Source: an optimization exercise on an open RTL-to-GDS flow (aim: small area, a short achievable clock period and few clock cycles per item). Production flows keep margins and buffers that such runs may drop.
Function was checked by simulation only, so behaviour that the tests miss may differ from the original.

==> inputs of trial 75 <==
==> flow/design.v (excerpt) <==
module WD(
    clk,
    rst_n,
    in_valid,
    keyboard,
    answer,
    weight,
    match_target,
    out_valid,
    result,
    out_value
);
input clk, rst_n, in_valid;
input [4:0] keyboard, answer;
input [3:0] weight;
input [2:0] match_target;
output out_valid;
output [4:0]  result;
output [10:0] out_value;
localparam LOAD = 2'd0;
localparam SEL  = 2'd1;
localparam EVAL = 2'd2;
localparam OUTP = 2'd3;
integer i, j, s;
reg [1:0] st;
reg [2:0] cnt;
reg [4:0] kv [0:7];
reg [2:0] kt [0:7];
reg [4:0] bc [0:4];
reg [3:0] w [0:4];
reg [2:0] ta, nt;
reg ok2;
reg [10:0] bv;
reg [9:0] bcode;
reg found;
reg [4:0] lvh;               
reg [2:0] cs [0:3];          
reg [7:0] used;
reg [7:0] pm;                
reg [4:0] da, dn, dx;        
reg [4:0] pa, px;            
reg [7:0] tselr;
reg tans, tfix, trest;
reg [4:0] cpr [0:4];
assign out_valid = (st == OUTP);
assign result    = (cnt == 3'd0) ? bc[0] : (cnt == 3'd1) ? bc[1] :
                   (cnt == 3'd2) ? bc[2] : (cnt == 3'd3) ? bc[3] : bc[4];
assign out_value = bv;
function [4:0] therm;
    input [2:0] v;
    begin
        therm[0] = (v > 3'd0);
        therm[1] = (v > 3'd1);
        therm[2] = (v > 3'd2);
        therm[3] = (v > 3'd3);
        therm[4] = (v > 3'd4);
    end
endfunction
function tle;
    input [4:0] x, y;
    begin
        tle = ~|(x & ~y);
    end
endfunction
function lt21;
    input [20:0] a, b;
    reg l, e;
    integer k;
    begin
        l = 1'b0;
        e = 1'b1;
        for (k = 20; k >= 0; k = k - 1) begin
            l = l | (e & ~a[k] & b[k]);
            e = e & ~(a[k] ^ b[k]);
  ...
==> flow/config.mk <==
export PLATFORM = sky130hd
export DESIGN_NAME = WD
export DESIGN_NICKNAME = WD
export VERILOG_FILES = /design/flow/design.v
export SDC_FILE = /design/flow/constraint.sdc
export NUM_CORES = 4
export LEC_CHECK = 0
export CAP_MARGIN = 20
export CORE_MARGIN = 2
export CORE_UTILIZATION = 40
export PLACE_DENSITY = 0.6
export SLEW_MARGIN = 20
==> flow/constraint.sdc <==
create_clock -name core_clock -period 12.0 [get_ports {clk}]
set_input_delay 2.4000 -clock core_clock [delete_from_list [all_inputs] [get_ports {clk}]]
set_output_delay 2.4000 -clock core_clock [all_outputs]
set_load 0.01 [all_outputs]
run.sh (not shown) runs the stock make flow with config.mk's settings and CLKGATE_MAP_FILE= SYNTH_SCRIPT=/design/flow/synth_recipe.tcl, a recipe that flattens the netlist after the stock synthesis.
==> build 4: changes against trial 75 <==
--- a/flow/design.v
+++ b/flow/design.v
@@ -12,39 +12,42 @@
 );
 input clk, rst_n, in_valid;
 input [4:0] keyboard, answer;
 input [3:0] weight;
 input [2:0] match_target;
 output out_valid;
 output [4:0]  result;
 output [10:0] out_value;
-localparam LOAD = 2'd0;
-localparam SEL  = 2'd1;
-localparam EVAL = 2'd2;
-localparam OUTP = 2'd3;
+localparam LOAD = 3'd0;
+localparam SEL  = 3'd1;
+localparam CMP  = 3'd2;
+localparam EVAL = 3'd3;
+localparam OUTP = 3'd4;
 integer i, j, s;
-reg [1:0] st;
+reg [2:0] st;
 reg [2:0] cnt;
 reg [4:0] kv [0:7];
 reg [2:0] kt [0:7];
 reg [4:0] bc [0:4];
 reg [3:0] w [0:4];
+reg [2:0] sp [0:4];
 reg [2:0] ta, nt;
 reg ok2;
 reg [10:0] bv;
 reg [9:0] bcode;
 reg found;
 reg [4:0] lvh;               
 reg [2:0] cs [0:3];          
 reg [7:0] used;
 reg [7:0] pm;                
 reg [4:0] da, dn, dx;        
 reg [4:0] pa, px;            
 reg [7:0] tselr;
+reg [2:0] tr;
 reg tans, tfix, trest;
 reg [4:0] cpr [0:4];
 assign out_valid = (st == OUTP);
 assign result    = (cnt == 3'd0) ? bc[0] : (cnt == 3'd1) ? bc[1] :
                    (cnt == 3'd2) ? bc[2] : (cnt == 3'd3) ? bc[3] : bc[4];
 assign out_value = bv;
 function [4:0] therm;
     input [2:0] v;
@@ -144,17 +147,17 @@
 always @(*) begin
     for (i = 0; i < 8; i = i + 1) begin
         isans[i] = (kt[i] != 3'd7);
         for (s = 0; s < 5; s = s + 1)
             ko[i][s] = (kt[i] == s);
     end
     for (j = 0; j < 5; j = j + 1)
         for (s = 0; s < 5; s = s + 1)
-            spo[j][s] = (spn[j] == s);
+            spo[j][s] = (sp[j] == s);
 end
 reg [4:0] lvgt;              
 reg [4:0] fu;
 reg [3:0] px4;
 reg [4:0] pat;
 reg [3:0] typeok;
 reg [7:0] fixh, later, feas, pref, tsel, above, restm;
 reg paL, pxL, anyf, t_ans, t_fix, rest_nz;
@@ -198,84 +201,77 @@
     t[0] = tsel[1] | tsel[3] | tsel[5] | tsel[7];
     t[1] = tsel[2] | tsel[3] | tsel[6] | tsel[7];
     t[2] = tsel[4] | tsel[5] | tsel[6] | tsel[7];
     t_ans = |(tsel & isans);
     t_fix = |(tsel & fixh);
     restm = feas & above & (t_ans ? ~isans : isans);
     rest_nz = |restm;
 end
-reg [7:0] ua, ux, take;
-reg [4:0] nda, ndx, tca, tcx, ma, mx;
-reg [2:0] cab, cxb;
-reg [5:0] ea, ex;
-reg [3:0] rkh;
+reg [7:0] unusedp, ua, ux, take;
+reg [7:0] nda, ndx;
+reg [2:0] cab, cxb, rk;
+reg [3:0] rkh [0:7];
 reg [4:0] slh [0:7];         
 reg [4:0] cpos [0:4];
 reg [7:0] below;
 always @(*) begin
-    ua = ~used & isans;
-    ux = ~used & ~isans;
-    nda = t_ans ? (dn >> 1) : dn;
-    ndx = t_ans ? dx : (dx >> 1);
+    unusedp = ~used & ~tselr;
+    ua = unusedp & isans;
+    ux = unusedp & ~isans;
+    nda = {3'b0, tans ? (dn >> 1) : dn};
+    ndx = {3'b0, tans ? dx : (dx >> 1)};
     for (i = 0; i < 8; i = i + 1) begin
         for (j = 0; j < 8; j = j + 1)
             below[j] = (j < i);
         cab = cnt7(ua[6:0] & below[6:0]);
         cxb = cnt7(ux[6:0] & below[6:0]);
-        tca = therm(cab);
-        tcx = therm(cxb);
-        if (above[i] && t_ans) tca = tca >> 1;
-        if (above[i] && !t_ans) tcx = tcx >> 1;
-        take[i] = !tsel[i] && (isans[i] ? (ua[i] && |(nda & ~tca)) : (ux[i] && |(ndx & ~tcx)));
-        ma = tca & nda;
-        mx = tcx & ndx;
-        ea = {ma, 1'b1} & ~{1'b0, ma};
-        ex = {mx, 1'b1} & ~{1'b0, mx};
-        rkh[0] = ea[0] & ex[0];
-        rkh[1] = (ea[1] & ex[0]) | (ea[0] & ex[1]);
-        rkh[2] = (ea[2] & ex[0]) | (ea[1] & ex[1]) | (ea[0] & ex[2]);
-        rkh[3] = (ea[3] & ex[0]) | (ea[2] & ex[1]) | (ea[1] & ex[2]) | (ea[0] & ex[3]);
+        take[i] = isans[i] ? (ua[i] && nda[cab]) : (ux[i] && ndx[cxb]);
+    end
+    for (i = 0; i < 8; i = i + 1) begin
+        for (j = 0; j < 8; j = j + 1)
+            below[j] = (j < i);
+        rk = cnt7(take[6:0] & below[6:0]);
+        for (s = 0; s < 4; s = s + 1)
+            rkh[i][s] = (rk == s);
+    end
+    for (i = 0; i < 8; i = i + 1) begin
         slh[i] = 5'd0;
-        if (tsel[i]) slh[i] = lvh;
+        if (tselr[i]) slh[i] = lvh;
         else if (used[i]) begin
             for (s = 0; s < 4; s = s + 1)
                 if (!lvgt[s] && !lvh[s] && cs[s] == i) slh[i] = slh[i] | (5'd1 << s);
         end else if (take[i]) begin
-            slh[i] = ({5{rkh[0]}} & {lvh[3:0], 1'b0}) |
-                     ({5{rkh[1]}} & {lvh[2:0], 2'b0}) |
-                     ({5{rkh[2]}} & {lvh[1:0], 3'b0}) |
-                     ({5{rkh[3]}} & {lvh[0], 4'b0});
+            slh[i] = ({5{rkh[i][0]}} & {lvh[3:0], 1'b0}) |
+                     ({5{rkh[i][1]}} & {lvh[2:0], 2'b0}) |
+                     ({5{rkh[i][2]}} & {lvh[1:0], 3'b0}) |
+                     ({5{rkh[i][3]}} & {lvh[0], 4'b0});
         end
     end
     for (j = 0; j < 5; j = j + 1) begin
         cpos[j] = 5'd0;
         for (i = 0; i < 8; i = i + 1)
             if (|(slh[i] & spo[j])) cpos[j] = cpos[j] | kv[i];
     end
 end
 reg [11:0] ssum;
 reg [9:0] code;
 reg better, prune, ltb;
 reg [7:0] abover;
-reg [2:0] trr;
 always @(*) begin
     ssum = cpr[0] * w[0] + cpr[1] * w[1] + cpr[2] * w[2] + cpr[3] * w[3] + cpr[4] * w[4];
     code = {cpr[0], 4'd0} + {1'b0, cpr[1], 3'd0} + {2'b0, cpr[2], 2'd0} +
            {3'b0, cpr[3], 1'b0} + {4'b0, cpr[4]};
     ltb = lt21({ssum[10:0], code}, {bv, bcode});
     better = !ltb && (!eq21({ssum[10:0], code}, {bv, bcode}) ||
              lt20({cpr[0], cpr[1], cpr[2], cpr[3]}, {bc[0], bc[1], bc[2], bc[3]}));
     prune = found && !ssum[11] && ltb;
     abover[0] = 1'b0;
     for (i = 1; i < 8; i = i + 1)
         abover[i] = abover[i - 1] | tselr[i - 1];
-    trr[0] = tselr[1] | tselr[3] | tselr[5] | tselr[7];
-    trr[1] = tselr[2] | tselr[3] | tselr[6] | tselr[7];
-    trr[2] = tselr[4] | tselr[5] | tselr[6] | tselr[7];
 end
 reg bt, desc, nxts, done;
 reg [2:0] prevc;
 reg [7:0] prevsel, prevabove;
 reg prevfix, prevans;
 always @(*) begin
     bt = 1'b0;
     desc = 1'b0;
@@ -314,31 +310,36 @@
                     cnt <= cnt + 3'd1;
                     if (cnt == 3'd7) st <= SEL;
                 end
             end
             SEL: begin
                 if (done) begin
                     st <= OUTP;
                     cnt <= 3'd0;
-                end else if (anyf && !desc) st <= EVAL;
+                end else if (anyf && !desc) st <= CMP;
             end
+            CMP: st <= EVAL;
             EVAL: begin
                 if (done) begin
                     st <= OUTP;
                     cnt <= 3'd0;
                 end else st <= SEL;
             end
             OUTP: begin
                 cnt <= cnt + 3'd1;
                 if (cnt == 3'd4) begin
                     st <= LOAD;
                     cnt <= 3'd0;
                 end
             end
+            default: begin
+                st <= LOAD;
+                cnt <= 3'd0;
+            end
         endcase
     end
 end
 always @(posedge clk) begin
     if (st == LOAD) begin
         if (in_valid) begin
             for (i = 0; i < 8; i = i + 1) begin
                 if (!gt[i]) begin
@@ -350,53 +351,57 @@
             end
             if (cnt < 5) begin
                 bc[cnt] <= answer;
                 w[cnt] <= weight;
             end
             if (cnt == 3'd0) ta <= match_target;
             if (cnt == 3'd1) nt <= ta + match_target;
             if (cnt == 3'd7) begin
-                for (j = 0; j < 5; j = j + 1)
+                for (j = 0; j < 5; j = j + 1) begin
+                    sp[j] <= spn[j];
                     bc[j] <= 5'd0;
+                end
                 ok2 <= (nt >= 3'd2);
                 lvh <= 5'b00001;
                 used <= 8'd0;
                 pm <= 8'hff;
                 da <= therm(ta);
                 dn <= therm(nt);
                 dx <= therm(3'd5 - nt);
                 pa[0] <= 1'b0;
                 px[0] <= 1'b0;
                 bv <= 11'd0;
                 bcode <= 10'd0;
                 found <= 1'b0;
             end
         end
+    end else if (st == CMP) begin
+        for (j = 0; j < 5; j = j + 1)
+            cpr[j] <= cpos[j];
     end else if (st == SEL || st == EVAL) begin
         if (st == SEL) begin
-            for (j = 0; j < 5; j = j + 1)
-                cpr[j] <= cpos[j];
             tselr <= tsel;
+            tr <= t;
             tans <= t_ans;
             tfix <= t_fix;
             trest <= rest_nz;
         end
         if (bt) begin
             if (!lvh[0]) begin
                 lvh <= lvh >> 1;
                 used <= used & ~prevsel;
                 pm <= prevabove;
                 if (prevfix) da <= {da[3:0], 1'b1};
                 if (prevans) dn <= {dn[3:0], 1'b1};
                 else dx <= {dx[3:0], 1'b1};
             end
         end else if (desc) begin
             for (s = 0; s < 4; s = s + 1)
-                if (lvh[s]) cs[s] <= (st == SEL) ? t : trr;
+                if (lvh[s]) cs[s] <= (st == SEL) ? t : tr;
             used <= used | ((st == SEL) ? tsel : tselr);
             lvh <= lvh << 1;
             pm <= 8'hff;
             if ((st == SEL) ? t_fix : tfix) da <= da >> 1;
             if ((st == SEL) ? t_ans : tans) dn <= dn >> 1;
             else dx <= dx >> 1;
             pa <= pa & ~{lvh[3:0], 1'b0};
             px <= px & ~{lvh[3:0], 1'b0};
==> results.cfg <==
[run_status]
status = no timing/DRC/antenna violations

[worst_hold_path]
min_to = pa[1]$_DFFE_PP_

[synthesis]
synth_edf_count = 250
synth.distinct_cells = 117

[layout]
fin_area_sq_um = 31800

[global_route]
grt_first_pass_wirelength_mm = 161

[floorplan]
num_rows = 99

[timing]
clock-skew-final_ps = 21.0

[power]
(the above is from build 4)
==> results.cfg <==
[run_status]
status = no timing/DRC/antenna violations

[timing]
clock-skew-final_ps = 29.8
drv_slew = 0

[global_route]
grt_first_pass_wirelength_mm = 209
grt_use_met2_pct = 50.7

[setup_path]
cp_slowest_cell = a21oi_1
critical-path-top-cell-by-count = fa_1

[detailed_routing]
met1Wirelength_mm = 56.0

[floorplan]
num_rows = 103

[worst_hold_path]
min_to = px[2]$_DFFE_PP_

[power]
(the above is from trial 75)
Testbench counts of trial 75, summed over its fixed seeds: cycles 2,236, items 48.
Testbench counts of build 4, summed over its fixed seeds: cycles 2,927, items 48.

-- port drivers added, routing unchanged --
No port has a modelled driver above. Below, the same layouts with a new extraction and two added sets of constraints.
Step 1 (the two cells are an assumption about what drives the block):
set clk [get_ports {clk}]
set_driving_cell -lib_cell sky130_fd_sc_hd__clkbuf_16 $clk
set_driving_cell -lib_cell sky130_fd_sc_hd__buf_2 [delete_from_list [all_inputs] $clk]
Step 2, shift: input delay + t, output delay - t, t = (earliest + latest rising clock arrival at the registers) / 2. This alone moves slack from input paths to output paths.
Three values: ideal, step 1, step 2; two values: the first two.
run | t, ns | setup WS [ns] | worst setup path after step 2 | latest minus earliest clock arrival (ns) | slew at the worst register clock pin (ns)
trial 75 | 0.633 | 1.829 / 1.829 / 1.829 | register to register | 0.031 / 0.031 | 0.07 / 0.07
build 4 | 0.659 | 2.433 / 2.433 / 2.433 | register to register | 0.021 / 0.021 | 0.08 / 0.08
After both steps setup and hold are still met in every run listed.
